This design comes from an exercise in tuning for small area on the open sky130 flow, not from production work.
At most, simulation tests tie the RTL to the original design; equivalence was not proved.
No functional check of the RTL was part of runs 2 to 4, 7 and 8.
No activity file was given, so power comes from the tool's default toggle rates.

`config.mk`:
```
export PLATFORM = sky130hd
export DESIGN_NAME = counter
export DESIGN_NICKNAME = counter
export VERILOG_FILES = /design/flow/design.v
export SDC_FILE = /design/flow/constraint.sdc
export NUM_CORES = 4
export LEC_CHECK = 0
export CAP_MARGIN = 20
export CORE_MARGIN = 2
export CORE_UTILIZATION = 40
export SLEW_MARGIN = 20
```
`constraint.sdc`:
```
create_clock -name core_clock -period 4.0 [get_ports {clk}]
set_input_delay 0.8000 -clock core_clock [delete_from_list [all_inputs] [get_ports {clk}]]
set_output_delay 0.8000 -clock core_clock [all_outputs]
set_load 0.01 [all_outputs]
```
`design.v`:
```
module counter
#(parameter xLen = 64)
(input  clk,
 input  start,
 input  reset,
 input  [xLen-1 : 0] init_val,
 input  init,
 input  return_current_count,
 output [xLen-1 : 0] current_count,
 output [xLen-1 : 0] debug_out,
 output count_valid,
 output count_valid_fsm
 );
reg [xLen-1 : 0] counter_reg;
reg [xLen-1 : 0] current_count_reg;
reg [xLen-1 : 0] init_val_reg;
reg return_current_count_reg;
reg init_reg;
reg start_reg;
reg count_valid_reg;
reg count_valid_fsm_reg;
reg[1:0] count_valid_timer;
reg[1:0] state, next_state;
parameter idle  = 2'b00;
parameter init_state  = 2'b01;
parameter count = 2'b10;
parameter current_count_state  = 2'b11;
reg cv_state, cv_next_state;
parameter c_not_valid = 1'b0;
parameter c_valid = 1'b1;
assign debug_out = counter_reg;
assign count_valid = count_valid_reg;
assign count_valid_fsm = count_valid_fsm_reg;
always @(posedge clk , posedge reset) begin
    if(reset) begin
        state <= idle;
        cv_state <= c_not_valid; 
    end
    else begin
        state <= next_state;
        cv_state <= cv_next_state;
    end
end
always @(*) begin
    next_state = state;
    case(state)
        idle                : if(start_reg) next_state = count;
                              else if(init_reg) next_state = init_state;
        count               : if(return_current_count_reg) next_state = current_count_state;
        current_count_state : next_state = count;
        init_state          : next_state = idle;
        default             : next_state = idle; 
    endcase
end
always @(*) begin
    cv_next_state = cv_state;
    case (cv_state)
        c_not_valid             : if (next_state == current_count_state) cv_next_state = c_valid; 
        c_valid                 : if (count_valid_timer == 3 )cv_next_state = c_not_valid;
        default                 : cv_next_state = c_not_valid;
    endcase 
end
always @(posedge clk) begin
    if(reset) begin
        counter_reg <= 0;
        current_count_reg <= 0;
        return_current_count_reg <= 0 ;
        init_reg <= 0;
        start_reg <=0;
        count_valid_fsm_reg <=0;
    end
    else if(state == idle) begin        
        if(init) begin 
            init_reg <= init;
            init_val_reg <= init_val;
        end
        else start_reg <= start;
    end
    else if (state == init_state) begin
        init_reg <= 0;
        counter_reg <= init_val_reg;
        current_count_reg <= init_val_reg;   
    end
    else if (state == current_count_state) begin
        current_count_reg <= counter_reg; 
        return_current_count_reg <=0;
        count_valid_fsm_reg <=1;
    end
    else if (state == count) begin
        start_reg <= 0;
        return_current_count_reg <= return_current_count;
        count_valid_fsm_reg <= 0;
        counter_reg <= counter_reg + 1;
    end
end
always @(posedge clk) begin
    if(reset) begin
        count_valid_reg <= 0;
        count_valid_timer <=0;
    end
    else if(cv_state == c_valid) begin
        count_valid_reg <= 1;
        count_valid_timer <= count_valid_timer + 1;
    end
    else if(cv_state == c_not_valid)begin
        count_valid_timer <= 0;
        count_valid_reg <= 0;
    end 
end
assign current_count = current_count_reg;
endmodule
```
`run.sh`:
```
#!/bin/bash
# synth_recipe.tcl (not shown) runs the flow's synth.tcl, then flattens the netlist and writes it again
# the make line also repeats each setting of config.mk as NAME=value (left out here)
make -C /OpenROAD-flow-scripts/flow DESIGN_CONFIG=/design/flow/config.mk WORK_HOME=/design/flow/orfs CLKGATE_MAP_FILE= SYNTH_SCRIPT=/design/flow/synth_recipe.tcl finish
```
==> flow_metrics.tcl, run 1 <==
set metrics [dict create \
    synth_mux_area_frac 0.0569 \
    clk_pin_slew_ps 60 \
    start_util 0.410 \
    end_kind "register" \
    hpwl_mm 19.6 \
    synth_top_family_by_area "simple AND/OR/NAND/NOR gates" \
    fin_setup_tns_ps 0 \
    cp.arrival_ps 3420 \
    first_global_vias 7760 \
    core_area_mm2 0.0228 \
    syn_area_per_cell_um2 9.20 \
    finalCritPeriodShare 0.750 \
    crit_slowest_cell "nor4_1" \
    post-cts-setup-buffer-count 0 \
    drive_above_1_share 0.0484 \
    async_reset_ff_frac 0.0149 \
    drt_pre_antenna_iters 5 \
    place.gp.congestion 0.877 \
    htreeDepth 1 \
    rows 55 \
    antenna_found_initial 0 \
    viasPerCell 5.63 \
    ant_nets 0 \
    synth-edff-count 64 \
    slew_headroom 0.308 \
    yosys_register_bits 202 \
    cp_cell_sequence "ha_1, and3_1, nand3_1, nor4_1, nand4b_1, or3_1, a31oi_1" \
    power.density_mw_per_mm2 633 \
    crit_required_ps 4420 \
    yosys.area.top_type_share 0.290 \
    fin_area_mm2 0.0122 \
    cp-start-kind "register" \
    num-nets-final 1237 \
    synthTopCellsByArea "dfxtp_1, edfxtp_1, mux2i_1, a211oi_1, nor2_1" \
    maxCapViolations 0 \
    nFillCells 2105 \
    grt_overflow 0 \
    routed_wirelength_mm 29.1 \
    clk_root_buffer_cell "clkbuf_16" \
    synth_area_leader_cell "dfxtp_1" \
    syn_nets 1089 \
    synthAdderAreaFrac 0.00805 \
    fin_skew_ps 8.86 \
    cpPeakStageDelay_ps 880 \
    leakage_uw 0.00389 \
    syn_area_mm2 0.00933 \
    ir_drop_uv 367 \
    tritoncts "built" \
    cts_buffers 23 \
    fmax_ghz 0.333 \
    synth_simple_gate_area_frac 0.204 \
    hold_path_class "reg2reg" \
    numClockSinks 202 \
    netlist_instances 1014 \
    die_h_um 157 \
    yosys_most_used_dff "dfxtp_1" \
    drc 0 \
    final_hold_viol_count 0 \
    fin_crit_ps 3000 \
    insertion_delay_ps 510 \
    synth.distinct_cells 56 \
    cts-resized-gates 0 \
    grt_pass1_wl_mm 45.4 \
    worst_pin_slew_ps 1040 \
    synth-compound-area-share 0.187 \
    cts_buffer_depth 3 \
    synthToLayoutAreaGrowth_pct 31.2 \
    antennaDiodeCount 0 \
    die_area_mm2 0.0246 \
    placed_area_mm2 0.0115 \
    grtUsageTotal 0.232 \
    cts_hold_buffers 0 \
    fp.dieW_um 157 \
    port-buffer-count 198 \
    post-synth-top-count-cell "dfxtp_1" \
    slew_viol_final 0 \
    setup_viol 0 \
    place_ws_ps 1010 \
    worst_slack_ps 999 \
    first_iter_violations 753 \
    fin_util 0.537 \
    yosys_warnings 1 \
    vias 8394 \
    ioPinCount 199 \
    yosys-top-cells-count "dfxtp_1, nor2_1, nand2_1" \
    status "finished clean" \
    worst-setup-path-type "reg2reg" \
    wl_per_cell_um 19.5 \
    path_buf_inv 0 \
    rsz0062_at_grt "no" \
    crit_fanout 8 \
    synth_xor_area_frac 0 \
    seq_area_frac_synth 0.504 \
    cp_top_family "simple AND/OR/NAND/NOR gates" \
    grt_max_degree 135 \
]
routing by layer:
| metal | track usage | up-vias | share of wire | wire (um) |
|---|---|---|---|---|
| li1 | - | 4078 | - | - |
| met1 | 0.350 | 3980 | 0.48 | 14100 |
| met2 | 0.344 | 287 | 0.43 | 12600 |
| met3 | 0.0371 | 49 | 0.059 | 1720 |
| met4 | 0.0585 | 0 | 0.025 | 740 |
| met5 | 0 | - | 0 | 0 |
kinds of logic (layout without fill, tap and decap cells):
logic type,after synthesis,after routing
buf+inv,98,262
fa+ha+maj,6,6
flops,202,202
mux,53,53
compound gates,270,270
simple gates,385,385
placed cells by master, fill, tap and decap left out, drive strengths merged, types with 6 or more instances in the layout:
| cell | synthesis | final |
|---|---|---|
| clkdlybuf4s50 | 0 | 197 |
| dfxtp | 135 | 135 |
| nor2 | 120 | 120 |
| nand2 | 85 | 85 |
| a21oi | 74 | 74 |
| edfxtp | 64 | 64 |
| a211oi | 61 | 61 |
| mux2i | 53 | 53 |
| o21ai | 51 | 51 |
| clkbuf | 74 | 36 |
| nand3 | 35 | 35 |
| and3 | 32 | 32 |
| nand4 | 26 | 26 |
| nor2b | 19 | 19 |
| a311oi | 18 | 18 |
| nor4 | 18 | 18 |
| o22ai | 14 | 14 |
| nor3 | 13 | 13 |
| buf | 12 | 12 |
| inv | 11 | 10 |
| a22oi | 10 | 10 |
| a31oi | 9 | 9 |
| or3 | 8 | 8 |
| o31ai | 8 | 8 |
| or4 | 6 | 6 |
| clkinv | 1 | 6 |
| ha | 6 | 6 |
power by group:
group | total (uW) | internal, uW | leakage [uW] | switching [uW]
clock network | 2050 | 1220 | 0.000363 | 832
logic | 2740 | 1180 | 0.00180 | 1560
registers | 2950 | 2560 | 0.00172 | 392
final cells by class:
class | instances | area, um^2 | share of cell area
inverters | 12 | 45.0 | 0.00368
flip-flops and latches | 202 | 4700 | 0.384
repair buffers | 209 | 2070 | 0.169
clock inverters | 5 | 25.0 | 0.00204
clock buffers | 36 | 716 | 0.0585
well taps | 313 | 392 | 0.0320
multi-input cells | 714 | 4290 | 0.350
worst paths after layout:
kind,start,endpoint,slack (ps),depth (start not counted)
max,counter_reg[0],counter_reg[54],1000,7
min reg2reg,count_valid_timer[0],count_valid_timer[0],450,1
max reg2reg,counter_reg[0],counter_reg[54],1000,7
min,count_valid_timer[0],count_valid_timer[0],450,1
min in group asynchronous,reset,state[0],560,2
max in group asynchronous,reset,cv_state,3100,2
stage by stage:
stage	hold slack, ps	instances	power [uW]
after floorplan	398	1014	4470
after global placement	411	1450	5700
after detailed placement	430	1450	5730
after CTS	442	1491	7810
after global routing	450	1491	8200
final	447	1491	7740
==> inputs of run 2 (changes only) <==
==> design.v (replaced) <==
module counter
#(parameter xLen = 64)
(input  clk,
 input  start,
 input  reset,
 input  [xLen-1 : 0] init_val,
 input  init,
 input  return_current_count,
 output [xLen-1 : 0] current_count,
 output [xLen-1 : 0] debug_out,
 output count_valid,
 output count_valid_fsm
 );
reg [xLen-1 : 0] cnt;
reg [xLen-1 : 0] hold;
reg return_current_count_reg;
reg init_reg;
reg start_reg;
reg count_valid_reg;
reg count_valid_fsm_reg;
reg [1:0] count_valid_timer;
reg [1:0] state, next_state;
localparam idle                = 2'b00;
localparam init_state          = 2'b01;
localparam count               = 2'b10;
localparam current_count_state = 2'b11;
reg cv_state, cv_next_state;
assign debug_out = cnt;
assign current_count = state[1] ? hold : cnt;
assign count_valid = count_valid_reg;
assign count_valid_fsm = count_valid_fsm_reg;
always @(posedge clk, posedge reset) begin
    if (reset) begin
        state <= idle;
        cv_state <= 1'b0;
    end else begin
        state <= next_state;
        cv_state <= cv_next_state;
    end
end
always @(*) begin
    next_state = state;
    case (state)
        idle                : if (start_reg) next_state = count;
                              else if (init_reg) next_state = init_state;
        count               : if (return_current_count_reg) next_state = current_count_state;
        current_count_state : next_state = count;
        init_state          : next_state = idle;
    endcase
end
always @(*) begin
    cv_next_state = cv_state;
    if (!cv_state) begin
        if (next_state == current_count_state) cv_next_state = 1'b1;
    end else begin
        if (count_valid_timer == 2'd3) cv_next_state = 1'b0;
    end
end
always @(posedge clk) begin
    if (reset) begin
        return_current_count_reg <= 0;
        init_reg <= 0;
        start_reg <= 0;
        count_valid_fsm_reg <= 0;
    end else begin
        case (state)
            idle: if (init) init_reg <= 1'b1; else start_reg <= start;
            init_state: init_reg <= 1'b0;
            current_count_state: begin
                return_current_count_reg <= 1'b0;
                count_valid_fsm_reg <= 1'b1;
            end
            count: begin
                start_reg <= 1'b0;
                return_current_count_reg <= return_current_count;
                count_valid_fsm_reg <= 1'b0;
            end
        endcase
    end
end
always @(posedge clk) begin
    if (reset)
        cnt <= 0;
    else if (state == init_state)
        cnt <= hold;
    else if (state == count)
        cnt <= cnt + 1'b1;
end
always @(posedge clk) begin
    if (state == current_count_state || (state == idle && start_reg))
        hold <= cnt;
    else if (state == idle && init)
        hold <= init_val;
end
always @(posedge clk) begin
    if (reset) begin
        count_valid_reg <= 0;
        count_valid_timer <= 0;
    end else if (cv_state) begin
        count_valid_reg <= 1;
        count_valid_timer <= count_valid_timer + 1'b1;
    end else begin
        count_valid_timer <= 0;
        count_valid_reg <= 0;
    end
end
endmodule
==> run 2 against run 1 <==
  * Hold slack worse by 17 ps
  * Register-to-register slack improved by 130 ps
  * Critical endpoint is now current_count[47]
  * Synthesized cell count down 13%
  * Largest power group is now combinational cells
  * Core utilization about the same
  * Count of clock-buffer cells in the layout down 12
  * Largest cell class is now multi-input combinational cells
  * Maximum frequency shrank 9.9%
==> flow_metrics.tcl, run 2 <==
set metrics [dict create \
    hold_path_class "reg2reg" \
    syn_area_mm2 0.00841 \
    cts-resized-gates 0 \
    slew_viol_final 0 \
    yosys_warnings 1 \
    die_area_mm2 0.0222 \
    layout_commonest_cell "clkdlybuf4s50_1" \
    p_int_uw 4800 \
    whs_path_depth 1 \
    grtUsageTotal 0.236 \
    die_h_um 149 \
    drive_above_1_share 0.183 \
    antennaDiodeCount 0 \
    finalCritPeriodShare 0.832 \
    synth_area_leader_cell "edfxtp_1" \
    fin_crit_ps 3330 \
    synthToLayoutAreaGrowth_pct 33.0 \
    end_kind "output port" \
    clk_root_buffer_cell "clkbuf_16" \
    fp.dieW_um 149 \
    r2r_cells 6 \
    cts_buffer_depth 2 \
    vias 7670 \
    syn_area_per_cell_um2 9.57 \
    synth_simple_gate_area_frac 0.193 \
    post-cts-setup-buffer-count 0 \
    fin_skew_ps 9.93 \
    maxCapViolations 0 \
    fmax_ghz 0.300 \
    seq_area_frac_synth 0.406 \
    async_reset_ff_frac 0.0217 \
    synth_top_family_by_area "simple AND/OR/NAND/NOR gates" \
    r2r_setup_slack_ps 1130 \
    cts_buffers 17 \
    first_global_vias 7315 \
    nFillCells 1907 \
    post-synth-top-count-cell "mux2_2" \
    num-nets-final 1105 \
    rows 53 \
    crit_required_ps 3200 \
    cp.arrival_ps 2530 \
    yosys_register_bits 138 \
    synth-edff-count 64 \
    leakage_uw 0.00382 \
    rsz0062_at_grt "no" \
    final_hold_viol_count 0 \
    r2r-end "cnt[54]" \
    fin_setup_tns_ps 0 \
    cts_hold_buffers 0 \
    core_area_mm2 0.0208 \
    grt_max_degree 73 \
    p_clk_frac 0.218 \
    synth-compound-area-share 0.173 \
    worst-setup-path-type "reg2out" \
    syn_nets 955 \
    power.total_uw 7700 \
    power.switching_uw 2890 \
    place.gp.congestion 0.860 \
    netlist_instances 879 \
    ioPinCount 199 \
    clk_pin_slew_ps 60 \
    synth_mux_area_frac 0.171 \
    final_cell_mix "clkdlybuf4s50_1, mux2_2, dfxtp_1" \
    setup_viol 0 \
    htreeDepth 4 \
    drt_pre_antenna_iters 5 \
    yosys-top-cells-count "mux2_2, dfxtp_1, nand2_1" \
    yosys.area.top_type_share 0.229 \
    first_iter_violations 621 \
    grt_pass1_wl_mm 41.3 \
    insertion_delay_ps 430 \
    routed_wirelength_mm 26.2 \
    min_to "count_valid_timer[0]" \
    drc 0 \
    antenna_found_initial 0 \
    tritoncts "built" \
    r2r_start "cnt[1]" \
    pwr-share-seq 0.332 \
    status "finished clean" \
    min_from "count_valid_timer[0]" \
    slew_headroom 0.401 \
    netSwitchingFraction 0.376 \
    synth_xor_area_frac 0 \
    ant_nets 0 \
    yosys_most_used_dff "dfxtp_1" \
    synth.distinct_cells 62 \
    worst_pin_slew_ps 898 \
    start_util 0.404 \
    ir_drop_uv 393 \
    synthTopCellsByArea "edfxtp_1, dfxtp_1, mux2_2, nand2_1, o21ai_0" \
    viasPerCell 5.82 \
    cp-start-kind "register" \
    synthAdderAreaFrac 0.0104 \
    grt_overflow 0 \
    crit_fanout 29 \
    power_frac_comb 0.450 \
    hpwl_mm 17.8 \
    numClockSinks 138 \
    power.density_mw_per_mm2 688 \
    port-buffer-count 198 \
    wl_per_cell_um 19.9 \
]
==> run 2: changes by cell type after synthesis, sizes merged, moves of 16 or more <==
cell,before,now
a211oi,61,12
a21oi,74,42
a22oi,10,28
a311oi,18,0
and3,32,10
dfxtp,135,71
mux2,0,119
mux2i,53,10
nor2,120,48
nor2b,19,3
==> run 2: layout make-up <==
class                           count  area, um^2  area share
Timing Repair Buffer              215        2100       0.188
Inverter                           14        52.6     0.00470
Clock inverter                      8         105     0.00940
Clock buffer                       24         524      0.0469
Tap cell                          275         344      0.0308
Sequential cell                   138        3420       0.306
Multi-Input combinational cell    643        4630       0.414
==> run 2: cell families (layout without fill, tap and decap cells) <==
family,Yosys count,count (layout)
multiplexers,129,129
adder cells (fa/ha/maj),7,7
buffers and inverters,98,261
AND/OR/NAND/NOR,286,286
AO/OA/AOI/OAI,221,221
flip-flops,138,138
==> run 2: power by group through the flow <==
stage | Sequential, uW | Combinational (uW) | Clock [uW]
after floorplan | 2340 | 2050 | 0
after global placement | 2590 | 3430 | 0
after detailed placement | 2580 | 3460 | 0
after CTS | 2560 | 3490 | 1710
after global routing | 2630 | 3740 | 1760
final | 2560 | 3460 | 1680
==> run 2: per-layer routing <==
metal  vias to the layer above  track usage  routed length, um
met2                       285        0.375              12200
met5                         -            0                  0
li1                       3682            -                  -
met4                         0       0.0829                548
met1                      3663        0.323              11800
met3                        40       0.0456               1660
==> run 2: worst max path at each step <==
stage,to,cells after the start,start,slack (ps)
4_1_cts,current_count[47],3,state[1],640
2_1_floorplan,hold[0],7,state[1],450
3_5_place_dp,current_count[47],3,state[1],1110
6_report,current_count[47],3,state[1],670
5_1_grt,current_count[47],3,state[1],550
3_3_place_gp,current_count[37],3,state[1],1150
==> run 2: stage by stage <==
stage,hold WS (ps),setup slack (ps),std cells,utilization,cell area [um^2]
6_report,430,671,1317,0.537,11200
5_1_grt,460,548,1317,0.537,11200
4_1_cts,437,638,1317,0.537,11200
3_5_place_dp,426,1110,1285,0.507,10600
3_3_place_gp,409,1150,1285,0.507,10600
2_1_floorplan,398,448,879,-,8410
==> run 2: worst max-delay path: stages (launching register included) <==
cell	delay [ps]
dfrtp_2	780
buf_4	430
mux2_2	380
clkdlybuf4s50_1	480
==> inputs of run 3 (changes only) <==
--- a/design.v
+++ b/design.v
@@ -13,5 +13,5 @@
  );
 reg [xLen-1 : 0] cnt;
-reg [xLen-1 : 0] hold;
+reg [xLen-1 : 0] held;
 reg return_current_count_reg;
 reg init_reg;
@@ -26,6 +26,7 @@
 localparam current_count_state = 2'b11;
 reg cv_state, cv_next_state;
-assign debug_out = cnt;
-assign current_count = state[1] ? hold : cnt;
+wire capture = (state == idle) && init && !start_reg;
+assign debug_out = state[1] ? cnt : held;
+assign current_count = held;
 assign count_valid = count_valid_reg;
 assign count_valid_fsm = count_valid_fsm_reg;
@@ -79,17 +80,15 @@
     end
 end
-always @(posedge clk) begin
+always @(posedge clk, posedge reset) begin
     if (reset)
         cnt <= 0;
-    else if (state == init_state)
-        cnt <= hold;
-    else if (state == count)
-        cnt <= cnt + 1'b1;
+    else if (capture)
+        cnt <= init_val;
+    else
+        cnt <= cnt + (state == count);
 end
 always @(posedge clk) begin
-    if (state == current_count_state || (state == idle && start_reg))
-        hold <= cnt;
-    else if (state == idle && init)
-        hold <= init_val;
+    if (state[0] || reset)
+        held <= cnt;
 end
 always @(posedge clk) begin
==> run 3 against run 2 <==
  * Still clean on timing, DRC and antenna
  * Final cell count is 19% lower
  * Routed wire length is 26% lower
  * Sequential power rose by 13%
  * Synthesized cell count fell by 28%
  * Via count down 25%
  * Area after synthesis shrank 17%
  * Count of clock-buffer cells in the layout fell by 2
  * Critical endpoint is now debug_out[60]
==> flow_metrics.tcl, run 3 <==
set metrics [dict create \
    hold_path_class "reg2reg" \
    rows 48 \
    whs_ps 434 \
    layout_commonest_cell "clkdlybuf4s50_1" \
    end_kind "output port" \
    pwr-share-seq 0.385 \
    cp.arrival_ps 2610 \
    post-cts-setup-buffer-count 0 \
    post-synth-top-count-cell "nand2_1" \
    routed_wirelength_mm 19.4 \
    numClockSinks 138 \
    min_from "count_valid_timer[0]" \
    first_global_vias 5733 \
    core_area_mm2 0.0172 \
    fin_setup_tns_ps 0 \
    finalCritPeriodShare 0.852 \
    die_h_um 136 \
    grt_pass1_wl_mm 30.7 \
    drc 0 \
    crit_fanout 39 \
    antenna_found_initial 2 \
    yosys_register_bits 138 \
    place.gp.congestion 0.768 \
    r2r_setup_slack_ps 810 \
    leakage_uw 0.00351 \
    slew_viol_final 0 \
    drt_pre_antenna_iters 5 \
    worst_pin_slew_ps 933 \
    r2r_cells 5 \
    antennaDiodeCount 0 \
    vias 5761 \
    syn_nets 703 \
    setup_viol 0 \
    min_to "count_valid_timer[0]" \
    ioPinCount 199 \
    nFillCells 1515 \
    cts_hold_buffers 0 \
    wl_per_cell_um 18.3 \
    synth-edff-count 64 \
    clk_root_buffer_cell "clkbuf_16" \
    synthTopCellsByArea "edfxtp_1, dfrtp_1, mux2_2, nand2_1, xnor2_1" \
    power_frac_comb 0.398 \
    seq_area_mm2 0.00374 \
    synth_area_leader_cell "edfxtp_1" \
    fmax_ghz 0.293 \
    cts_buffers 17 \
    maxCapViolations 0 \
    grt_overflow 0 \
    seq_area_frac_synth 0.537 \
    insertion_delay_ps 420 \
    synthToLayoutAreaGrowth_pct 40.6 \
    hpwl_mm 13.7 \
    worst-setup-path-type "reg2out" \
    multi_input_area_mm2 0.00308 \
    rsz0062_at_grt "no" \
    async_reset_ff_frac 0.486 \
    synth.distinct_cells 49 \
    cts_buffer_depth 2 \
    netlist_instances 632 \
    syn_area_per_cell_um2 11.0 \
    start_util 0.405 \
    cp-start-kind "register" \
    whs_path_depth 1 \
    status "finished clean" \
    slew_headroom 0.378 \
    yosys.area.top_type_share 0.276 \
    netSwitchingFraction 0.342 \
    power.switching_uw 2580 \
    r2r-end "cnt[49]" \
    clk_pin_slew_ps 60 \
    crit_required_ps 3200 \
    power.density_mw_per_mm2 770 \
    die_area_mm2 0.0185 \
    yosys_warnings 1 \
    fin_skew_ps 10.7 \
    p_clk_frac 0.217 \
    fin_crit_ps 3410 \
    cts-resized-gates 0 \
    final_cell_mix "clkdlybuf4s50_1, nand2_1, dfrtp_1" \
    yosys_most_used_dff "dfrtp_1" \
    ir_drop_uv 370 \
    p_int_uw 4960 \
    grt_max_degree 68 \
    viasPerCell 5.43 \
    r2r_start "state[1]" \
    yosys-top-cells-count "nand2_1, dfrtp_1, mux2_2" \
    syn_area_mm2 0.00696 \
    grtUsageTotal 0.214 \
    fp.dieW_um 136 \
    drive_above_1_share 0.136 \
    ant_nets 0 \
    first_iter_violations 413 \
    final_hold_viol_count 0 \
    num-nets-final 894 \
    port-buffer-count 198 \
    htreeDepth 4 \
    tritoncts "built" \
]
## run 3: cell families after synthesis
kind of cell	share of synthesized area
AOI/OAI and AO/OA	0.0692
xor gates and xnor gates	0.0503
adders and majority gates	0.00359
buffers and inverters	0.0230
DFF	0.537
muxes	0.121
and+or+nand+nor	0.196
## run 3: worst max path at each step
| stage | start | cells after the start | end |
|---|---|---|---|
| after global routing | state[1] | 3 | debug_out[60] |
| after detailed placement | init | 6 | cnt[59] |
| after global placement | init | 6 | cnt[59] |
| after CTS | state[1] | 3 | debug_out[60] |
| after floorplan | reset | 2 | held[0] |
| final | state[1] | 3 | debug_out[60] |
## run 3: power by group through the flow
stage	Combinational [uW]	Sequential, uW	Clock [uW]
6_report	3000	2900	1640
5_1_grt	3240	3030	1730
4_1_cts	3030	2900	1660
3_5_place_dp	3010	2920	0
3_3_place_gp	2960	2890	0
2_1_floorplan	1590	2730	0
## run 3: critical path: stages, from the launching register on
cell and delay [ps]:
dfrtp_4 740, buf_4 540, mux2_2 410, clkdlybuf4s50_1 490
## run 3: stage by stage
stage | std cells | util | power, uW | instance area [um^2] | setup WS, ps
after floorplan | 632 | - | 4320 | 6970 | 78.7
after global placement | 1029 | 0.533 | 5850 | 9160 | 832
after detailed placement | 1029 | 0.533 | 5930 | 9160 | 749
after CTS | 1061 | 0.570 | 7600 | 9790 | 571
after global routing | 1061 | 0.570 | 7990 | 9790 | 464
final | 1061 | 0.570 | 7540 | 9790 | 593
## run 3: final cells by class
class                      count  area share
clock buffer                  22      0.0495
clock inverter                10      0.0143
inverter                       8     0.00345
multi-input combinational    454       0.314
sequential                   138       0.382
tap                          225      0.0288
timing repair buffer         204       0.207
## run 3: routing by layer
metal / part of all wire / GRT usage / vias up / wire length [um]
li1: - / - / 2734 / -
met1: 0.44 / 0.282 / 2805 / 8540
met2: 0.48 / 0.350 / 193 / 9390
met3: 0.062 / 0.0522 / 25 / 1210
met4: 0.014 / 0.0660 / 4 / 279
met5: 0.0011 / 0 / - / 22
==> inputs of run 4 (changes only) <==
==> flow/run.sh (new file) <==
#!/bin/bash
# Standard ORFS layout with the smallest buffer on the ports and no dummy
# clock loads from CTS.
cp standard.sh standard.sh.txt
export BUFFER_PORTS_ARGS="-buffer_cell sky130_fd_sc_hd__buf_1"
export CTS_ARGS="-sink_clustering_enable -repair_clock_nets -dont_use_dummy_load"
bash standard.sh > standard.log 2>&1
==> standard.sh (new file) <==
#!/bin/bash
# synth_recipe.tcl (not shown) runs the flow's synth.tcl, then flattens the netlist and writes it again
# the make line also repeats each setting of config.mk as NAME=value (left out here)
make -C /OpenROAD-flow-scripts/flow DESIGN_CONFIG=/design/flow/config.mk WORK_HOME=/design/flow/orfs CLKGATE_MAP_FILE= SYNTH_SCRIPT=/design/flow/synth_recipe.tcl "${@:-finish}"
removed: run.sh
==> run 4 against run 3 <==
  * Global-route usage down 1.5 points
  * Combinational power down 25%
  * Count of clock-buffer cells in the layout down 5
  * Still clean on timing, DRC and antenna
  * Critical path depth unchanged
  * Synthesized cell count unchanged
  * Routed wire length down 7.5%
  * Clock power down 24%
  * Final area down 15%
==> flow_metrics.tcl, run 4 <==
set metrics [dict create \
    setup_viol 0 \
    crit_fanout 71 \
    status "finished clean" \
    cp.arrival_ps 2110 \
    die_area_mm2 0.0185 \
    cts_buffer_depth 2 \
    worst-setup-path-type "reg2out" \
    synth_simple_gate_area_frac 0.196 \
    viasPerCell 5.35 \
    cts_hold_buffers 0 \
    insertion_delay_ps 420 \
    syn_nets 703 \
    first_global_vias 5433 \
    cts_buffers 17 \
    fin_skew_ps 23.6 \
    netlist_instances 632 \
    antenna_found_initial 0 \
    antennaDiodeCount 0 \
    crit_required_ps 3200 \
    clk_pin_slew_ps 50 \
    place.gp.congestion 0.756 \
    cts-resized-gates 0 \
    final_hold_viol_count 0 \
    vias 5595 \
    final_cell_mix "buf_1, nand2_1, dfrtp_1" \
    cp-start-kind "register" \
    first_iter_violations 290 \
    yosys_most_used_dff "dfrtp_1" \
    clk_root_buffer_cell "clkbuf_16" \
    dp.cells 1029 \
    synthAdderAreaFrac 0.00359 \
    synth.distinct_cells 49 \
    crit_slowest_cell "buf_4" \
    num-nets-final 894 \
    tritoncts "built" \
    maxCapViolations 0 \
    drive_above_1_share 0.122 \
    power.density_mw_per_mm2 759 \
    post-cts-setup-buffer-count 0 \
    async_reset_ff_frac 0.486 \
    synth-compound-area-share 0.0692 \
    routed_wirelength_mm 18.0 \
    synth_mux_area_frac 0.121 \
    ioPinCount 199 \
    synth-edff-count 64 \
    port-buffer-count 198 \
    fin_setup_tns_ps 0 \
    grt_max_degree 80 \
    synth_area_leader_cell "edfxtp_1" \
    worst_pin_slew_ps 921 \
    layout_commonest_cell "buf_1" \
    htreeDepth 4 \
    yosys.area.top_type_share 0.276 \
    start_util 0.405 \
    grt_overflow 0 \
    syn_area_per_cell_um2 11.0 \
    layoutNonFillerInstCount 1046 \
    ir_drop_uv 343 \
    core_area_mm2 0.0172 \
    cp_top_family "buffers and inverters" \
    wl_per_cell_um 17.2 \
    grt_pass1_wl_mm 28.6 \
    yosys-top-cells-count "nand2_1, dfrtp_1, mux2_2" \
    numClockSinks 138 \
    slew_headroom 0.386 \
    rsz0062_at_grt "no" \
    path_buf_inv 2 \
    post-synth-top-count-cell "nand2_1" \
    yosys_warnings 1 \
    rows 48 \
    r2r_setup_slack_ps 1140 \
    synth_top_family_by_area "simple AND/OR/NAND/NOR gates" \
    leakage_uw 0.00288 \
    synth_xor_area_frac 0.0503 \
    cpPeakStageDelay_ps 710 \
    synthToLayoutAreaGrowth_pct 19.9 \
    drc 0 \
    seq_area_frac_synth 0.537 \
    fin_crit_ps 2910 \
    syn_area_mm2 0.00696 \
    yosys_register_bits 138 \
    end_kind "output port" \
    fmax_ghz 0.344 \
    hold_path_class "reg2reg" \
    fp.dieW_um 136 \
    grtUsageTotal 0.199 \
    die_h_um 136 \
    cp_cell_sequence "buf_4, mux2_2, buf_1" \
    finalCritPeriodShare 0.728 \
    slew_viol_final 0 \
    ant_nets 0 \
    hpwl_mm 12.6 \
    synthTopCellsByArea "edfxtp_1, dfrtp_1, mux2_2, nand2_1, xnor2_1" \
    drt_pre_antenna_iters 4 \
]
==> run 4: kinds of logic after synthesis <==
group | after synthesis
compound gates | 83
xor+xnor | 40
fa+ha+maj | 2
buf+inv | 40
flops | 138
mux | 76
simple gates | 253
==> run 4: layout make-up <==
| cell class | instances | area [um^2] |
|---|---|---|
| Tap cell | 225 | 282 |
| Multi-Input combinational cell | 454 | 3080 |
| Clock buffer | 17 | 425 |
| Inverter | 8 | 33.8 |
| Timing Repair Buffer | 204 | 788 |
| Sequential cell | 138 | 3740 |
| Fill cell | 1668 | 8830 |
==> run 4: final timing paths <==
path,startpoint,to,depth (start not counted)
max,state[1],debug_out[23],3
min,count_valid_timer[0],count_valid_timer[0],1
max reg2reg,cnt[3],cnt[51],5
min reg2reg,count_valid_timer[0],count_valid_timer[0],1
max in group asynchronous,reset,state[1],3
min in group asynchronous,reset,cnt[0],3
==> run 4: worst register-to-register path, cell delays in order, from the launching register on <==
cell     delay (ps)
dfrtp_1         450
nand4_1         270
or4_1           820
or4_1           710
or3_1           390
a31oi_1         160
==> run 4: through the flow <==
step | power (uW) | hold WS, ps | setup WS, ps | utilization | area, um^2
finish | 6340 | 423 | 1090 | 0.486 | 8350
global route | 6790 | 461 | 962 | 0.486 | 8350
CTS | 6410 | 427 | 1060 | 0.486 | 8350
detailed placement | 5140 | 419 | 1100 | 0.461 | 7920
global placement | 5120 | 415 | 1130 | 0.461 | 7920
floorplan | 4320 | 398 | 78.7 | - | 6970
==> run 4: power by group <==
group / switching [uW] / leakage [uW] / total (uW) / internal [uW]
logic: 1250 / 0.00122 / 2260 / 1010
registers: 690 / 0.00145 / 2840 / 2150
clock network: 505 / 0.000209 / 1240 / 733
==> run 4: metal layers <==
metal,global-route usage,part of all wire,vias up
li1,-,-,2727
met3,0.0451,0.054,19
met1,0.267,0.47,2698
met5,0,0,-
met4,0.0637,0.013,0
met2,0.322,0.47,151
==> inputs of run 5 (changes only) <==
--- a/design.v
+++ b/design.v
@@ -26,4 +26,87 @@
 localparam current_count_state = 2'b11;
 reg cv_state, cv_next_state;
+wire [xLen-1:0] carry;
+wire cin = (state == count);
+wire gc0 = cin;
+wire ga0 = &cnt[7:0];
+wire gc1 = gc0 & ga0;
+assign carry[0] = gc0;
+assign carry[1] = carry[0] & cnt[0];
+assign carry[2] = carry[1] & cnt[1];
+assign carry[3] = carry[2] & cnt[2];
+assign carry[4] = carry[3] & cnt[3];
+assign carry[5] = carry[4] & cnt[4];
+assign carry[6] = carry[5] & cnt[5];
+assign carry[7] = carry[6] & cnt[6];
+wire ga1 = &cnt[15:8];
+wire gc2 = gc1 & ga1;
+assign carry[8] = gc1;
+assign carry[9] = carry[8] & cnt[8];
+assign carry[10] = carry[9] & cnt[9];
+assign carry[11] = carry[10] & cnt[10];
+assign carry[12] = carry[11] & cnt[11];
+assign carry[13] = carry[12] & cnt[12];
+assign carry[14] = carry[13] & cnt[13];
+assign carry[15] = carry[14] & cnt[14];
+wire ga2 = &cnt[23:16];
+wire gc3 = gc2 & ga2;
+assign carry[16] = gc2;
+assign carry[17] = carry[16] & cnt[16];
+assign carry[18] = carry[17] & cnt[17];
+assign carry[19] = carry[18] & cnt[18];
+assign carry[20] = carry[19] & cnt[19];
+assign carry[21] = carry[20] & cnt[20];
+assign carry[22] = carry[21] & cnt[21];
+assign carry[23] = carry[22] & cnt[22];
+wire ga3 = &cnt[31:24];
+wire gc4 = gc3 & ga3;
+assign carry[24] = gc3;
+assign carry[25] = carry[24] & cnt[24];
+assign carry[26] = carry[25] & cnt[25];
+assign carry[27] = carry[26] & cnt[26];
+assign carry[28] = carry[27] & cnt[27];
+assign carry[29] = carry[28] & cnt[28];
+assign carry[30] = carry[29] & cnt[29];
+assign carry[31] = carry[30] & cnt[30];
+wire ga4 = &cnt[39:32];
+wire gc5 = gc4 & ga4;
+assign carry[32] = gc4;
+assign carry[33] = carry[32] & cnt[32];
+assign carry[34] = carry[33] & cnt[33];
+assign carry[35] = carry[34] & cnt[34];
+assign carry[36] = carry[35] & cnt[35];
+assign carry[37] = carry[36] & cnt[36];
+assign carry[38] = carry[37] & cnt[37];
+assign carry[39] = carry[38] & cnt[38];
+wire ga5 = &cnt[47:40];
+wire gc6 = gc5 & ga5;
+assign carry[40] = gc5;
+assign carry[41] = carry[40] & cnt[40];
+assign carry[42] = carry[41] & cnt[41];
+assign carry[43] = carry[42] & cnt[42];
+assign carry[44] = carry[43] & cnt[43];
+assign carry[45] = carry[44] & cnt[44];
+assign carry[46] = carry[45] & cnt[45];
+assign carry[47] = carry[46] & cnt[46];
+wire ga6 = &cnt[55:48];
+wire gc7 = gc6 & ga6;
+assign carry[48] = gc6;
+assign carry[49] = carry[48] & cnt[48];
+assign carry[50] = carry[49] & cnt[49];
+assign carry[51] = carry[50] & cnt[50];
+assign carry[52] = carry[51] & cnt[51];
+assign carry[53] = carry[52] & cnt[52];
+assign carry[54] = carry[53] & cnt[53];
+assign carry[55] = carry[54] & cnt[54];
+wire ga7 = &cnt[63:56];
+wire gc8 = gc7 & ga7;
+assign carry[56] = gc7;
+assign carry[57] = carry[56] & cnt[56];
+assign carry[58] = carry[57] & cnt[57];
+assign carry[59] = carry[58] & cnt[58];
+assign carry[60] = carry[59] & cnt[59];
+assign carry[61] = carry[60] & cnt[60];
+assign carry[62] = carry[61] & cnt[61];
+assign carry[63] = carry[62] & cnt[62];
 wire capture = (state == idle) && init && !start_reg;
 assign debug_out = state[1] ? cnt : held;
@@ -86,5 +169,5 @@
         cnt <= init_val;
     else
-        cnt <= cnt + (state == count);
+        cnt <= cnt ^ carry;
 end
 always @(posedge clk) begin
==> flow/run.sh (replaced) <==
#!/bin/bash
# Standard ORFS layout with the smallest buffer on the ports and a small
# clock tree (clkbuf_4 only, no dummy loads).
export BUFFER_PORTS_ARGS="-buffer_cell sky130_fd_sc_hd__buf_1"
export CTS_ARGS="-sink_clustering_enable -repair_clock_nets -dont_use_dummy_load -buf_list sky130_fd_sc_hd__clkbuf_4 -sink_clustering_size 30 -sink_clustering_max_diameter 60"
bash standard.sh > standard.log 2>&1
--- a/config.mk
+++ b/config.mk
@@ -8,4 +8,4 @@
 export CAP_MARGIN = 20
 export CORE_MARGIN = 2
-export CORE_UTILIZATION = 40
+export CORE_UTILIZATION = 70
 export SLEW_MARGIN = 20
==> run 5 against run 4 <==
  * Clock power shrank 52%
  * Clock skew grew 17 ps
  * Synthesized cell count shrank 36%
  * Via count shrank 26%
  * Sequential power shrank 3%
  * Sequential share of layout area grew 6.2 points
  * Combinational power is essentially flat
  * Setup slack lost 400 ps
  * Die area shrank 47%
  * Sequential cell count is the same
  * Register-to-register slack lost 450 ps
  * Largest power group unchanged
  * Highest routed layer unchanged
==> flow_metrics.tcl, run 5 <==
set metrics [dict create \
    cts-resized-gates 0 \
    cp_common_cell "ha_1" \
    viasPerCell 5.79 \
    cp_cell_sequence "or4_1, nor4_1, ha_1, ha_1, ha_1, ha_1, ha_1, ha_1, ha_1, mux2_2" \
    fin_setup_tns_ps 0 \
    fp.dieW_um 99.3 \
    final_hold_viol_count 0 \
    drt_pre_antenna_iters 4 \
    numClockSinks 138 \
    fin_util 0.836 \
    num-nets-final 738 \
    tritoncts "built" \
    ioPinCount 199 \
    place_ws_ps 712 \
    cts_buffers 17 \
    syn_nets 533 \
    antenna_found_initial 0 \
    status "finished clean" \
    fin_skew_ps 40.6 \
    insertion_delay_ps 510 \
    r2r_start "state[0]" \
    rsz0062_at_grt "no" \
    post-synth-top-count-cell "mux2_2" \
    routed_wirelength_mm 13.1 \
    grt_max_degree 75 \
    layout_commonest_cell "buf_1" \
    hpwl_mm 9.50 \
    path_buf_inv 0 \
    r2r_cells 10 \
    clk_root_buffer_cell "clkbuf_4" \
    wl_per_cell_um 18.3 \
    crit_slowest_cell "or4_1" \
    min_from "count_valid_timer[0]" \
    yosys_most_used_dff "dfrtp_1" \
    yosys_warnings 1 \
    first_iter_violations 138 \
    end_kind "register" \
    finalCritPeriodShare 0.828 \
    ir_drop_uv 438 \
    power.total_uw 5600 \
    die_area_mm2 0.00986 \
    r2r-end "cnt[62]" \
    synth-edff-count 64 \
    slew_viol_final 0 \
    multi_input_area_mm2 0.00251 \
    cp_top_family "simple AND/OR/NAND/NOR gates" \
    worst_pin_slew_ps 956 \
    fin_crit_ps 3310 \
    leakage_uw 0.00293 \
    worst-setup-path-type "reg2reg" \
    synthTopCellsByArea "edfxtp_1, dfrtp_1, mux2_2, ha_1, dfxtp_1" \
    cp-start-kind "register" \
    cpPeakStageDelay_ps 720 \
    grt_overflow 0 \
    synth_area_leader_cell "edfxtp_1" \
    first_global_vias 4082 \
    ant_nets 0 \
    maxCapViolations 0 \
    yosys.area.top_type_share 0.302 \
    netlist_instances 407 \
    port-buffer-count 198 \
    syn_area_mm2 0.00635 \
    die_h_um 99.3 \
    place.gp.congestion 0.802 \
    start_util 0.725 \
    slew_headroom 0.363 \
    final_cell_mix "buf_1, mux2_2, dfrtp_1" \
    power.density_mw_per_mm2 763 \
    seq_area_mm2 0.00374 \
    rows 34 \
    seq_area_frac_synth 0.588 \
    grt_pass1_wl_mm 20.7 \
    vias 4158 \
    whs_path_depth 1 \
    crit_fanout 8 \
    cp.arrival_ps 3690 \
    htreeDepth 4 \
    nFillCells 516 \
    synth.distinct_cells 29 \
    syn_area_per_cell_um2 15.6 \
    antennaDiodeCount 0 \
    yosys_register_bits 138 \
    setup_viol 0 \
    clk_pin_slew_ps 90 \
    worst_slack_ps 687 \
    yosys-top-cells-count "mux2_2, dfrtp_1, edfxtp_1" \
    core_area_mm2 0.00876 \
    drc 0 \
    hold_path_class "reg2reg" \
    whs_ps 457 \
    synthToLayoutAreaGrowth_pct 15.3 \
    crit_required_ps 4380 \
    min_to "count_valid_timer[0]" \
    drive_above_1_share 0.244 \
    cts_hold_buffers 0 \
    async_reset_ff_frac 0.486 \
    post-cts-setup-buffer-count 0 \
    fmax_ghz 0.302 \
    r2r_setup_slack_ps 690 \
    grtUsageTotal 0.272 \
    cts_buffer_depth 2 \
]
run 5: cell types whose count changed in the layout (fill, tap and decap cells not counted), sizes merged, moves of 24 or more:
cell   previous run  this run
nor2             29         5
o21ai            47         9
mux2             65       120
nand2            80         9
ha                2        57
run 5: stage by stage:
step,cell area [um^2],instances
after CTS,7330,718
final,7330,718
after detailed placement,7200,701
after global routing,7330,718
after floorplan,6360,407
after global placement,7200,701
run 5: metal layers:
layer,up-vias,track usage,part of all wire
met2,171,0.433,0.49
met1,2035,0.377,0.43
li1,1935,-,-
met5,-,0,0
met3,17,0.0689,0.064
met4,0,0.0769,0.014
run 5: cells by family (layout without fill, tap and decap cells):
kind of cell / count (synthesis) / after routing / synth area share
AND/OR/NAND/NOR: 47 / 47 / 0.0421
flip-flops: 138 / 138 / 0.588
AO/OA/AOI/OAI: 14 / 14 / 0.0132
multiplexers: 122 / 122 / 0.216
adder cells (fa/ha/maj): 57 / 57 / 0.112
XOR/XNOR: 8 / 8 / 0.0110
buffers and inverters: 21 / 224 / 0.0173
run 5: worst max path at each step:
| stage | start | endpoint | slack [ps] | cells past startpoint |
|---|---|---|---|---|
| floorplan | reset | held[0] | 70 | 2 |
| global placement | state[0] | cnt[62] | 790 | 10 |
| detailed placement | state[0] | cnt[62] | 710 | 10 |
| CTS | state[0] | cnt[62] | 680 | 10 |
| global route | state[0] | cnt[62] | 500 | 10 |
| finish | state[0] | cnt[62] | 690 | 10 |
run 5: cell type report:
type | count | share of cell area
flip-flops and latches | 138 | 0.510
multi-input cells | 248 | 0.343
repair buffers | 203 | 0.108
well taps | 108 | 0.0184
clock buffers | 17 | 0.0174
inverters | 4 | 0.00256
run 5: power by group:
| group | total (uW) | internal (uW) | switching (uW) |
|---|---|---|---|
| sequential | 2750 | 2230 | 516 |
| combinational | 2250 | 1090 | 1160 |
| clock | 596 | 195 | 402 |
| total | 5600 | 3520 | 2070 |
==> inputs of run 6 (changes only) <==
--- a/config.mk
+++ b/config.mk
@@ -8,4 +8,4 @@
 export CAP_MARGIN = 20
 export CORE_MARGIN = 2
-export CORE_UTILIZATION = 70
+export CORE_UTILIZATION = 40
 export SLEW_MARGIN = 20
==> run 6 against run 5 <==
  * Critical endpoint is now cnt[54]
  * Highest routed layer unchanged
  * Count of clock-buffer cells in the layout unchanged
  * Final area grew 1.7%
  * Via count shrank 1.8%
  * Sequential power about the same
  * Clock skew fell by 8.5 ps
  * Non-clock buffer count fell by 1
  * Area after synthesis did not move
  * Critical path type unchanged
  * Final cell count increased by 15%
==> flow_metrics.tcl, run 6 <==
set metrics [dict create \
    final_cell_mix "buf_1, mux2_2, dfrtp_1" \
    ir_drop_uv 303 \
    place.gp.congestion 0.779 \
    crit_fanout 8 \
    status "finished clean" \
    insertion_delay_ps 540 \
    async_reset_ff_frac 0.486 \
    met1_length_mm 6.18 \
    cts_hold_buffers 0 \
    yosys_most_used_dff "dfrtp_1" \
    tritoncts "built" \
    cts_buffers 17 \
    netSwitchingFraction 0.374 \
    r2r_start "state[0]" \
    worst_pin_slew_ps 992 \
    r2r_cells 10 \
    synth_top_family_by_area "multiplexers" \
    cts-resized-gates 0 \
    first_global_vias 4199 \
    power.switching_uw 2090 \
    post-synth-top-count-cell "mux2_2" \
    cp-start-kind "register" \
    layout_commonest_cell "buf_1" \
    rows 46 \
    grtUsageTotal 0.172 \
    cts_buffer_depth 2 \
    synth_xor_area_frac 0.0110 \
    wl_per_cell_um 17.3 \
    viasPerCell 4.94 \
    slew_viol_final 0 \
    p_int_uw 3510 \
    hpwl_mm 10.2 \
    leakage_uw 0.00292 \
    grt_overflow 0 \
    crit_slowest_cell "or4_1" \
    place_ws_ps 731 \
    first_iter_violations 143 \
    fmax_ghz 0.311 \
    end_kind "register" \
    routed_wirelength_mm 14.3 \
    yosys_register_bits 138 \
    synthAdderAreaFrac 0.112 \
    fin_skew_ps 32.1 \
    port-buffer-count 198 \
    yosys.area.top_type_share 0.302 \
    wl_met3_um 928 \
    final_hold_viol_count 0 \
    syn_area_mm2 0.00635 \
    worst-setup-path-type "reg2reg" \
    fin_crit_ps 3220 \
    cp.arrival_ps 3630 \
    ioPinCount 199 \
    drt_pre_antenna_iters 4 \
    synthToLayoutAreaGrowth_pct 17.3 \
    drive_above_1_share 0.243 \
    synth.distinct_cells 29 \
    power_frac_comb 0.398 \
    clk_pin_slew_ps 90 \
    vias 4084 \
    r2r_setup_slack_ps 780 \
    fin_setup_tns_ps 0 \
    hold_path_class "reg2reg" \
    grt_pass1_wl_mm 21.8 \
    netlist_instances 407 \
    drc 0 \
    num-nets-final 737 \
    crit_required_ps 4410 \
    dp.cells 808 \
    cp_cell_sequence "or4_1, nor4_1, ha_1, ha_1, ha_1, ha_1, ha_1, ha_1, ha_1, mux2_2" \
    numClockSinks 138 \
    synth_simple_gate_area_frac 0.0421 \
    syn_nets 533 \
    clk_root_buffer_cell "clkbuf_4" \
    yosys-top-cells-count "mux2_2, dfrtp_1, edfxtp_1" \
    pwr-share-seq 0.492 \
    maxCapViolations 0 \
    layoutNonFillerInstCount 827 \
    r2r-end "cnt[54]" \
    die_area_mm2 0.0169 \
    dr_wl_met2_mm 6.95 \
    core_area_mm2 0.0157 \
    start_util 0.404 \
    finalCritPeriodShare 0.804 \
    nFillCells 1486 \
    cpPeakStageDelay_ps 740 \
    antenna_found_initial 1 \
    slew_headroom 0.339 \
    synth-edff-count 64 \
    crit_end "cnt[54]" \
    synth-compound-area-share 0.0132 \
    synth_area_leader_cell "edfxtp_1" \
    crit_start "state[0]" \
    htreeDepth 4 \
    syn_area_per_cell_um2 15.6 \
    setup_viol 0 \
    synthTopCellsByArea "edfxtp_1, dfrtp_1, mux2_2, ha_1, dfxtp_1" \
    rsz0062_at_grt "no" \
    synth_mux_area_frac 0.216 \
    fp.dieW_um 130 \
    power.density_mw_per_mm2 752 \
    p_clk_frac 0.110 \
    worst_slack_ps 784 \
    routed.top_layer "met4" \
    post-cts-setup-buffer-count 0 \
    die_h_um 130 \
    seq_area_frac_synth 0.588 \
    cp_common_cell "ha_1" \
    yosys_warnings 1 \
    grt_max_degree 75 \
    ant_nets 0 \
    power.total_uw 5610 \
]
==> run 6: cell counts after synthesis <==
Identical to the previous run, type by type.
==> run 6: power by group through the flow <==
| stage | combinational [uW] | sequential [uW] | clock [uW] |
|---|---|---|---|
| after floorplan | 1460 | 2770 | 0 |
| after global placement | 2240 | 2760 | 0 |
| after detailed placement | 2270 | 2790 | 0 |
| after CTS | 2280 | 2760 | 648 |
| after global routing | 2480 | 2860 | 699 |
| final | 2230 | 2760 | 614 |
==> run 6: how the worst min path moves through the flow <==
| stage | start | to | depth (start not counted) |
|---|---|---|---|
| 2_1_floorplan | count_valid_timer[0] | count_valid_timer[0] | 1 |
| 3_3_place_gp | count_valid_timer[0] | count_valid_timer[0] | 1 |
| 3_5_place_dp | count_valid_timer[0] | count_valid_timer[0] | 1 |
| 4_1_cts | init_val[20] | cnt[20] | 2 |
| 5_1_grt | init_val[26] | cnt[26] | 2 |
| 6_report | count_valid_timer[0] | count_valid_timer[0] | 1 |
==> run 6: cells by family after synthesis <==
group / Yosys count
adder cells (fa/ha/maj): 57
XOR/XNOR: 8
AO/OA/AOI/OAI: 14
multiplexers: 122
flip-flops: 138
AND/OR/NAND/NOR: 47
buffers and inverters: 21
==> run 6: layout make-up <==
type                    count  area [um^2]  area share
diodes                      2         5.00    0.000671
clock buffers              17          128      0.0171
inverters                   4         18.8     0.00252
multi-input cells         248         2520       0.338
flip-flops and latches    138         3740       0.502
well taps                 216          270      0.0362
repair buffers            202          773       0.104
==> run 6: layer usage <==
metal	vias up	GRT usage
met2	122	0.277
met4	0	0.0734
met3	16	0.0611
li1	1946	-
met5	-	0
met1	2000	0.211
==> run 6: through the flow <==
step,instance area [um^2],util,hold slack (ps)
3_3_place_gp,7320,0.466,410
5_1_grt,7460,0.475,426
4_1_cts,7450,0.474,427
2_1_floorplan,6360,-,398
3_5_place_dp,7320,0.466,420
6_report,7460,0.475,432
==> run 6: critical path, delay by kind of cell (launching register included) <==
| kind | cells | cell delay, ps |
|---|---|---|
| fa+ha+maj | 7 | 1220 |
| flops | 1 | 470 |
| mux | 1 | 250 |
| simple gates | 2 | 1150 |
==> inputs of run 7 (changes only) <==
--- a/design.v
+++ b/design.v
@@ -163,15 +163,10 @@
     end
 end
-always @(posedge clk, posedge reset) begin
-    if (reset)
-        cnt <= 0;
-    else if (capture)
-        cnt <= init_val;
-    else
-        cnt <= cnt ^ carry;
-end
+wire [xLen-1:0] cnt_next = reset ? {xLen{1'b0}} : capture ? init_val : cnt ^ carry;
+always @(posedge clk)
+    cnt <= cnt_next;
 always @(posedge clk) begin
     if (state[0] || reset)
-        held <= cnt;
+        held <= cnt_next;
 end
 always @(posedge clk) begin
==> run 7 against run 6 <==
  * Still clean on timing, DRC and antenna
  * Synthesized cell count rose by 31%
  * Area after synthesis fell by 1.6%
  * Routed wire length rose by 6.6%
  * Maximum frequency fell by 1.7%
  * Die area fell by 1.6%
  * First-iteration DRC count rose by 57%
  * Register-to-register slack got worse by 60 ps
  * Final area fell by 2.2%
  * Via count rose by 15%
  * Global-route usage rose by 1.2 points
  * Sequential power fell by about 30%
  * Combinational power fell by 47%
==> flow_metrics.tcl, run 7 <==
set metrics [dict create \
    num-nets-final 850 \
    viasPerCell 5.03 \
    syn_area_mm2 0.00625 \
    yosys.area.top_type_share 0.307 \
    crit_fanout 9 \
    fmax_ghz 0.306 \
    end_kind "register" \
    rows 45 \
    yosys_warnings 1 \
    min_to "count_valid_timer[0]" \
    worst_pin_slew_ps 989 \
    routed_wirelength_mm 15.3 \
    wl_per_cell_um 16.4 \
    htreeDepth 4 \
    tritoncts "built" \
    cp.arrival_ps 3490 \
    fin_crit_ps 3270 \
    async_reset_ff_frac 0.0217 \
    drc 0 \
    clk_pin_slew_ps 90 \
    final_hold_viol_count 0 \
    fp.dieW_um 129 \
    yosys-top-cells-count "nand2_1, dfxtp_1, edfxtp_1, mux2_2, a21oi_1" \
    synth_xor_area_frac 0.0112 \
    synth_top_family_by_area "multiplexers" \
    rsz0062_at_grt "no" \
    grt_pass1_wl_mm 23.6 \
    die_h_um 129 \
    power.density_mw_per_mm2 512 \
    synth-compound-area-share 0.0675 \
    numClockSinks 138 \
    ant_nets 0 \
    cts-resized-gates 0 \
    port-buffer-count 198 \
    hpwl_mm 10.6 \
    drt_pre_antenna_iters 4 \
    post-cts-setup-buffer-count 0 \
    slew_viol_final 0 \
    synth-edff-count 64 \
    synthAdderAreaFrac 0.114 \
    fin_setup_tns_ps 0 \
    synth_mux_area_frac 0.118 \
    cp-start-kind "register" \
    core_area_mm2 0.0153 \
    antenna_found_initial 0 \
    crit_required_ps 4220 \
    first_iter_violations 224 \
    min_from "count_valid_timer[0]" \
    cts_hold_buffers 0 \
    worst-setup-path-type "reg2reg" \
    die_area_mm2 0.0166 \
    r2r_start "state[0]" \
    fin_skew_ps 31.9 \
    r2r_setup_slack_ps 730 \
    synthToLayoutAreaGrowth_pct 16.7 \
    insertion_delay_ps 520 \
    r2r_cells 11 \
    ioPinCount 199 \
    netlist_instances 533 \
    vias 4693 \
    layout_commonest_cell "buf_1" \
    grt_overflow 0 \
    synth.distinct_cells 33 \
    synth_simple_gate_area_frac 0.114 \
    place.gp.congestion 0.804 \
    ir_drop_uv 200 \
    grt_max_degree 75 \
    leakage_uw 0.00290 \
    setup_viol 0 \
    layoutNonFillerInstCount 933 \
    finalCritPeriodShare 0.818 \
    slew_headroom 0.341 \
    yosys_most_used_dff "dfxtp_1" \
    drive_above_1_share 0.145 \
    cts_buffers 17 \
    dp.cells 916 \
    clk_root_buffer_cell "clkbuf_4" \
    yosys_register_bits 138 \
    grtUsageTotal 0.184 \
    start_util 0.410 \
    antennaDiodeCount 0 \
    status "finished clean" \
    crit_start "state[0]" \
    cts_buffer_depth 2 \
    final_cell_mix "buf_1, nand2_1, dfxtp_1" \
    syn_area_per_cell_um2 11.7 \
    synth_area_leader_cell "edfxtp_1" \
    hold_path_class "reg2reg" \
    maxCapViolations 0 \
    syn_nets 659 \
    post-synth-top-count-cell "nand2_1" \
    seq_area_frac_synth 0.547 \
    synthTopCellsByArea "edfxtp_1, dfxtp_1, mux2_2, ha_1, nand2_1" \
    r2r-end "held[63]" \
    whs_path_depth 1 \
    first_global_vias 4687 \
]
==> run 7: cell types whose count changed after synthesis, moves of 3 or more <==
| cell | delta |
|---|---|
| a211oi_2 | +8 |
| a21oi_1 | +57 |
| buf_2 | +6 |
| clkbuf_1 | +8 |
| dfrtp_1 | -64 |
| dfxtp_1 | +64 |
| mux2_2 | -56 |
| nand2_1 | +104 |
| nor2_1 | +8 |
| nor4_1 | -3 |
| o21ai_0 | -8 |
==> run 7: layer usage <==
metal | vias up | routed length (um) | GRT usage
met4 | 0 | 244 | 0.0748
met1 | 2215 | 6830 | 0.229
met2 | 172 | 7220 | 0.307
met3 | 20 | 1000 | 0.0495
met5 | - | 0 | 0
li1 | 2286 | - | -
==> run 7: cell type report <==
cell class                      count  area [um^2]
Sequential cell                   138         3420
Inverter                            4         15.0
Tap cell                          211          264
Multi-Input combinational cell    360         2670
Clock buffer                       17          128
Timing Repair Buffer              203          795
Fill cell                        1493         7960
==> run 7: worst max-delay path, stage by stage, from the launching register on <==
cell and delay (ps):
dfrtp_1 480, or4_1 770, nor4_2 390, ha_1 210, ha_1 140, ha_1 160
ha_1 150, ha_1 140, ha_1 150, ha_1 160, xnor2_1 130, a211oi_2 100
==> run 7: power breakdown <==
group,internal (uW),leakage [uW],switching [uW]
clock,194,0.0000782,421
sequential,1770,0.00128,166
combinational,470,0.00154,716
==> run 7: how the worst max path moves through the flow <==
stage                     to  cells after the start
floorplan            held[0]                      4
global placement    held[63]                     11
detailed placement  held[63]                     11
CTS                 held[63]                     11
global route        held[63]                     11
finish              held[63]                     11
==> run 7: logic make-up after synthesis <==
group,Yosys count
XOR/XNOR,8
buffers and inverters,35
adder cells (fa/ha/maj),57
AO/OA/AOI/OAI,70
AND/OR/NAND/NOR,159
flip-flops,138
multiplexers,66
==> run 7: per-stage QoR <==
stage	hold slack [ps]	power [uW]	area, um^2	util	setup WS (ps)
after floorplan	398	2750	6250	-	623
after global placement	409	3150	7170	0.470	732
after detailed placement	424	3170	7170	0.470	722
after CTS	432	3800	7290	0.478	691
after global routing	439	3980	7290	0.478	448
final	440	3740	7290	0.478	727
==> inputs of run 8 (changes only) <==
==> flow/run.sh (replaced) <==
#!/bin/bash
# Standard ORFS layout with the smallest buffer on the ports and a small
# clock tree (clkbuf_8 only, no dummy loads).
export BUFFER_PORTS_ARGS="-buffer_cell sky130_fd_sc_hd__buf_1"
export CTS_ARGS="-sink_clustering_enable -repair_clock_nets -dont_use_dummy_load -buf_list sky130_fd_sc_hd__clkbuf_8 -sink_clustering_size 40 -sink_clustering_max_diameter 100"
bash standard.sh > standard.log 2>&1
==> run 8 against run 7 <==
  * Clock skew down 9.5 ps
  * Total power up 5.6%
  * Clock power up 33%
  * Highest routed layer unchanged
  * Maximum frequency up 0.46%
  * Final area up 1.5%
  * Sequential cell count unchanged
  * Critical path type unchanged
==> flow_metrics.tcl, run 8 <==
set metrics [dict create \
    clk_pin_slew_ps 60 \
    cp-start-kind "register" \
    min_from "count_valid_timer[0]" \
    die_h_um 129 \
    r2r_setup_slack_ps 740 \
    fin_crit_ps 3260 \
    slew_viol_final 0 \
    vias 4702 \
    post-cts-setup-buffer-count 0 \
    yosys_register_bits 138 \
    rows 45 \
    first_iter_violations 232 \
    first_global_vias 4702 \
    clk_root_buffer_cell "clkbuf_8" \
    worst-setup-path-type "reg2reg" \
    fin_skew_ps 22.4 \
    fin_setup_tns_ps 0 \
    place_ws_ps 722 \
    grtUsageTotal 0.186 \
    grt_pass1_wl_mm 23.6 \
    worst_pin_slew_ps 985 \
    leakage_uw 0.00294 \
    slew_headroom 0.343 \
    routed_wirelength_mm 15.4 \
    cts_hold_buffers 0 \
    yosys-top-cells-count "nand2_1, dfxtp_1, edfxtp_1, mux2_2, a21oi_1" \
    maxCapViolations 0 \
    num-nets-final 850 \
    crit_fanout 9 \
    syn_area_per_cell_um2 11.7 \
    port-buffer-count 198 \
    hpwl_mm 10.6 \
    synthToLayoutAreaGrowth_pct 18.4 \
    cts_buffer_depth 2 \
    numClockSinks 138 \
    final_hold_viol_count 0 \
    worst_slack_ps 742 \
    ant_nets 0 \
    cts-resized-gates 0 \
    yosys_warnings 1 \
    drc 0 \
    cp.arrival_ps 3390 \
    viasPerCell 5.04 \
    cts_buffers 17 \
    grt_overflow 0 \
    syn_area_mm2 0.00625 \
    ir_drop_uv 224 \
    antenna_found_initial 0 \
    async_reset_ff_frac 0.0217 \
    hold_path_class "reg2reg" \
    fp.dieW_um 129 \
    core_area_mm2 0.0153 \
    r2r_start "state[0]" \
    grt_max_degree 75 \
    antennaDiodeCount 0 \
    synth.distinct_cells 33 \
    drt_pre_antenna_iters 4 \
    crit_required_ps 4130 \
    finalCritPeriodShare 0.814 \
    wl_per_cell_um 16.5 \
    rsz0062_at_grt "no" \
    synth-edff-count 64 \
    synthTopCellsByArea "edfxtp_1, dfxtp_1, mux2_2, ha_1, nand2_1" \
    tritoncts "built" \
    yosys_most_used_dff "dfxtp_1" \
    final_cell_mix "buf_1, nand2_1, dfxtp_1" \
    power.density_mw_per_mm2 533 \
    crit_start "state[0]" \
    netlist_instances 533 \
    seq_area_frac_synth 0.547 \
    layout_commonest_cell "buf_1" \
    place.gp.congestion 0.804 \
    syn_nets 659 \
    status "finished clean" \
    fmax_ghz 0.307 \
    die_area_mm2 0.0166 \
    nFillCells 1481 \
    setup_viol 0 \
    htreeDepth 4 \
    insertion_delay_ps 440 \
    yosys.area.top_type_share 0.307 \
    start_util 0.410 \
    post-synth-top-count-cell "nand2_1" \
    ioPinCount 199 \
    drive_above_1_share 0.145 \
    synth_area_leader_cell "edfxtp_1" \
    end_kind "register" \
]
[run 8: cells by family after synthesis]
kind of cell             count (synthesis)  share of synthesized area
adder cells (fa/ha/maj)                 57                      0.114
multiplexers                            66                      0.118
XOR/XNOR                                 8                     0.0112
flip-flops                             138                      0.547
AND/OR/NAND/NOR                        159                      0.114
buffers and inverters                   35                     0.0278
AO/OA/AOI/OAI                           70                     0.0675
[run 8: critical path, cell delays in order, from the launching register on]
cell	delay (ps)
dfrtp_1	460
or4_1	770
nor4_2	390
ha_1	210
ha_1	140
ha_1	160
ha_1	150
ha_1	140
ha_1	150
ha_1	160
xnor2_1	130
a211oi_2	100
[run 8: worst paths after layout]
path | end | depth (start not counted)
setup reg to reg | held[63] | 11
setup / recovery | held[63] | 11
max in group asynchronous | state[1] | 2
hold / removal | count_valid_timer[0] | 1
min in group asynchronous | cv_state | 2
hold reg to reg | count_valid_timer[0] | 1
[run 8: where the power goes]
part / internal (uW) / switching [uW] / total [uW] / leakage [uW]
Combinational: 470 / 717 / 1190 / 0.00154
Clock: 374 / 445 / 819 / 0.000122
Sequential: 1770 / 167 / 1940 / 0.00128
Total: 2620 / 1330 / 3950 / 0.00294
[run 8: layer usage]
layer / GRT usage / vias up / wire length (um)
met2: 0.310 / 179 / 7210
met5: 0 / - / 0
met1: 0.227 / 2219 / 6910
met4: 0.0786 / 0 / 247
met3: 0.0508 / 20 / 1030
li1: - / 2284 / -
[run 8: layout make-up]
class                   instances  area, um^2  share of cell area
flip-flops and latches        138        3420               0.462
multi-input cells             360        2670               0.361
repair buffers                203         795               0.107
well taps                     211         264              0.0357
clock buffers                  17         234              0.0316
inverters                       4        15.0             0.00203
[run 8: per-stage QoR]
step / power, uW / instance area [um^2] / instances / hold slack, ps / util
global placement: 3150 / 7170 / 916 / 409 / 0.470
detailed placement: 3170 / 7170 / 916 / 424 / 0.470
finish: 3950 / 7400 / 933 / 435 / 0.485
floorplan: 2750 / 6250 / 533 / 398 / -
global route: 4190 / 7400 / 933 / 471 / 0.485
CTS: 4000 / 7400 / 933 / 437 / 0.485

[separate check: timing with driven ports]
Ports are ideal in the flow. The routed layouts listed here were re-timed in OpenROAD.
Step 1 (the two cells are an assumption about what drives the block):
set clk [get_ports {clk}]
set_driving_cell -lib_cell sky130_fd_sc_hd__clkbuf_16 $clk
set_driving_cell -lib_cell sky130_fd_sc_hd__buf_2 [delete_from_list [all_inputs] $clk]
Step 2, shift: input delay + t, output delay - t, t = (earliest + latest rising clock arrival at the registers) / 2. This alone moves slack from input paths to output paths.
Three values: no drivers, after step 1, after step 2; two values: the first two.
| run | t (ns) | setup slack, ns | worst setup path at the end | clock arrival spread, ns | pins driven straight from the clock port |
|---|---|---|---|---|---|
| run 1 | 0.551 | 0.999 / 0.999 / 0.999 | register to register | 0.010 / 0.010 | 1 |
| run 2 | 0.476 | 0.671 / 0.624 / 1.100 | register to output | 0.010 / 0.010 | 1 |
| run 3 | 0.458 | 0.593 / 0.551 / 0.719 | input to register | 0.011 / 0.011 | 1 |
| run 4 | 0.454 | 1.089 / 1.047 / 1.122 | input to register | 0.024 / 0.024 | 1 |
| run 5 | 0.526 | 0.687 / 0.687 / 0.687 | register to register | 0.041 / 0.041 | 1 |
| run 6 | 0.557 | 0.784 / 0.784 / 0.784 | register to register | 0.032 / 0.032 | 1 |
| run 7 | 0.542 | 0.727 / 0.727 / 0.727 | register to register | 0.032 / 0.032 | 1 |
| run 8 | 0.461 | 0.742 / 0.742 / 0.742 | register to register | 0.023 / 0.023 | 1 |
After both steps setup and hold are still met in every run listed.
